This is an optimization exercise on Yosys and OpenROAD, whose aim is small area, not a production implementation.
Only simulation tests tie the RTL to the original design; equivalence was not proved.

old:
// SystolicArray
module SystolicArray(
  input         clock,
  input  [15:0] io_inAct_0,
  input  [15:0] io_inAct_1,
  input  [15:0] io_inAct_2,
  input  [15:0] io_inAct_3,
  input  [15:0] io_inWeight_0,
  input  [15:0] io_inWeight_1,
  input  [15:0] io_inWeight_2,
  input  [15:0] io_inWeight_3,
  output [39:0] io_outSum_0,
  output [39:0] io_outSum_1,
  output [39:0] io_outSum_2,
  output [39:0] io_outSum_3,
  input         io_inwtValid
);
  reg validReg;
  reg [15:0] w_0_0, a_0_0;
  reg [33:0] p_0_0;
  wire [33:0] s_0_0;
  reg [15:0] w_0_1, a_0_1;
  reg [33:0] p_0_1;
  wire [33:0] s_0_1;
  reg [15:0] w_0_2, a_0_2;
  reg [33:0] p_0_2;
  wire [33:0] s_0_2;
  reg [15:0] w_0_3, a_0_3;
  reg [33:0] p_0_3;
  wire [33:0] s_0_3;
  reg [15:0] w_1_0, a_1_0;
  reg [33:0] p_1_0;
  wire [33:0] s_1_0;
  reg [15:0] w_1_1, a_1_1;
  reg [33:0] p_1_1;
  wire [33:0] s_1_1;
  reg [15:0] w_1_2, a_1_2;
  reg [33:0] p_1_2;
  wire [33:0] s_1_2;
  reg [15:0] w_1_3, a_1_3;
  reg [33:0] p_1_3;
  wire [33:0] s_1_3;
  reg [15:0] w_2_0, a_2_0;
  reg [33:0] p_2_0;
  wire [33:0] s_2_0;
  reg [15:0] w_2_1, a_2_1;
  reg [33:0] p_2_1;
  wire [33:0] s_2_1;
  reg [15:0] w_2_2, a_2_2;
  reg [33:0] p_2_2;
  wire [33:0] s_2_2;
  reg [15:0] w_2_3, a_2_3;
  reg [33:0] p_2_3;
  wire [33:0] s_2_3;
  reg [15:0] w_3_0, a_3_0;
  reg [33:0] p_3_0;
  wire [33:0] s_3_0;
  reg [15:0] w_3_1, a_3_1;
  reg [33:0] p_3_1;
  wire [33:0] s_3_1;
  reg [15:0] w_3_2, a_3_2;
  reg [33:0] p_3_2;
  wire [33:0] s_3_2;
  reg [15:0] w_3_3, a_3_3;
  reg [33:0] p_3_3;
  wire [33:0] s_3_3;
  wire [33:0] d_3_0 = validReg ? {{18{w_3_0[15]}}, w_3_0} : p_3_0;
  wire [33:0] d_3_1 = validReg ? {{18{w_3_1[15]}}, w_3_1} : p_3_1;
  wire [33:0] d_3_2 = validReg ? {{18{w_3_2[15]}}, w_3_2} : p_3_2;
  wire [33:0] d_3_3 = validReg ? {{18{w_3_3[15]}}, w_3_3} : p_3_3;
  MAC0 mac_0_0(.w(w_0_0), .a(a_0_0), .u(io_inWeight_0), .s(s_0_0));
  MAC0 mac_0_1(.w(w_0_1), .a(a_0_1), .u(io_inWeight_1), .s(s_0_1));
  MAC0 mac_0_2(.w(w_0_2), .a(a_0_2), .u(io_inWeight_2), .s(s_0_2));
  MAC0 mac_0_3(.w(w_0_3), .a(a_0_3), .u(io_inWeight_3), .s(s_0_3));
  MAC1 mac_1_0(.w(w_1_0), .a(a_1_0), .v(validReg), .wu(w_0_0), .pu(p_0_0), .s(s_1_0));
  ...
==> flow/config.mk <==
export PLATFORM = sky130hd
export DESIGN_NAME = SystolicArray
export DESIGN_NICKNAME = SystolicArray
export VERILOG_FILES = /design/flow/design.v
export SDC_FILE = /design/flow/constraint.sdc
export NUM_CORES = 4
export LEC_CHECK = 0
export CAP_MARGIN = 20
export CORE_MARGIN = 2
export CORE_UTILIZATION = 60
export CTS_BUF_LIST = sky130_fd_sc_hd__clkbuf_16
export CTS_CLUSTER_DIAMETER = 100
export CTS_CLUSTER_SIZE = 30
export PLACE_DENSITY = 0.7
export SLEW_MARGIN = 20
export SYNTH_HIERARCHICAL = 1
export SYNTH_MINIMUM_KEEP_SIZE = 0
==> flow/constraint.sdc <==
create_clock -name core_clock -period 10.0 [get_ports {clock}]
set_input_delay 2.0000 -clock core_clock [delete_from_list [all_inputs] [get_ports {clock}]]
set_output_delay 2.0000 -clock core_clock [all_outputs]
set_load 0.01 [all_outputs]
run.sh (not shown) runs the stock make flow with config.mk's settings and CLKGATE_MAP_FILE= SYNTH_SCRIPT=/design/flow/synth_recipe.tcl, a recipe that flattens the netlist after the stock synthesis.
The inputs of new differ from those of old as listed below.
# old
export LEC_CHECK = 0
export CAP_MARGIN = 20
export CORE_MARGIN = 2
export CORE_UTILIZATION = 60
export CTS_BUF_LIST = sky130_fd_sc_hd__clkbuf_16
export CTS_CLUSTER_DIAMETER = 100
export CTS_CLUSTER_SIZE = 30
export PLACE_DENSITY = 0.7
export SLEW_MARGIN = 20
export SYNTH_HIERARCHICAL = 1
export SYNTH_MINIMUM_KEEP_SIZE = 0
create_clock -name core_clock -period 10.0 [get_ports {clock}]
# new
export LEC_CHECK = 0
export CAP_MARGIN = 10
export CORE_MARGIN = 2
export CORE_UTILIZATION = 60
export CTS_BUF_LIST = sky130_fd_sc_hd__clkbuf_4 sky130_fd_sc_hd__clkbuf_8
export CTS_CLUSTER_SIZE = 24
export PLACE_DENSITY = 0.7
export SLEW_MARGIN = 10
export SYNTH_HIERARCHICAL = 1
export SYNTH_MINIMUM_KEEP_SIZE = 0
create_clock -name core_clock -period 10.0 [get_ports {clock}]
- Compared with old, new degrades routed wire length.
- The first-pass GRT wire length of new was inferior to that of old.
- Re number of primary I/O pins: no difference whatsoever between old and new.
- Looking at new and old, the delay of the slowest critical-path stage is a wash.
- new vs. old: detailed-route wire length per cell went down by 0.87%.
- Compared with old, new degrades setup slack.
- Post-layout minimum cycle time: lower on old

[port drivers added, routing unchanged]
No port has a modelled driver above. Below, the same layouts with a new extraction and two added sets of constraints.
Step 1, drivers: a clkbuf_16 drives clock and a buf_2 each remaining input, both assumed.
Step 2 times the ports against the registers' clock, not the clock port: input delays grow and output delays shrink by t, the midpoint of the rising clock arrivals with the driver on.
Slacks: ideal / step 1 / step 2; pairs: ideal / step 1.
| run | t, ns | slack for setup (ns) | cell pins on the clock port's net |
|---|---|---|---|
| old | 0.879 | 1.848 / 1.848 / 1.620 | 1 |
| new | 1.043 | 1.824 / 1.824 / 1.637 | 1 |
After both steps setup and hold are still met in every run listed. For old, which loses most, drivers alone change the setup slack by 0.000 ns; drivers and shift together by -0.228 ns.
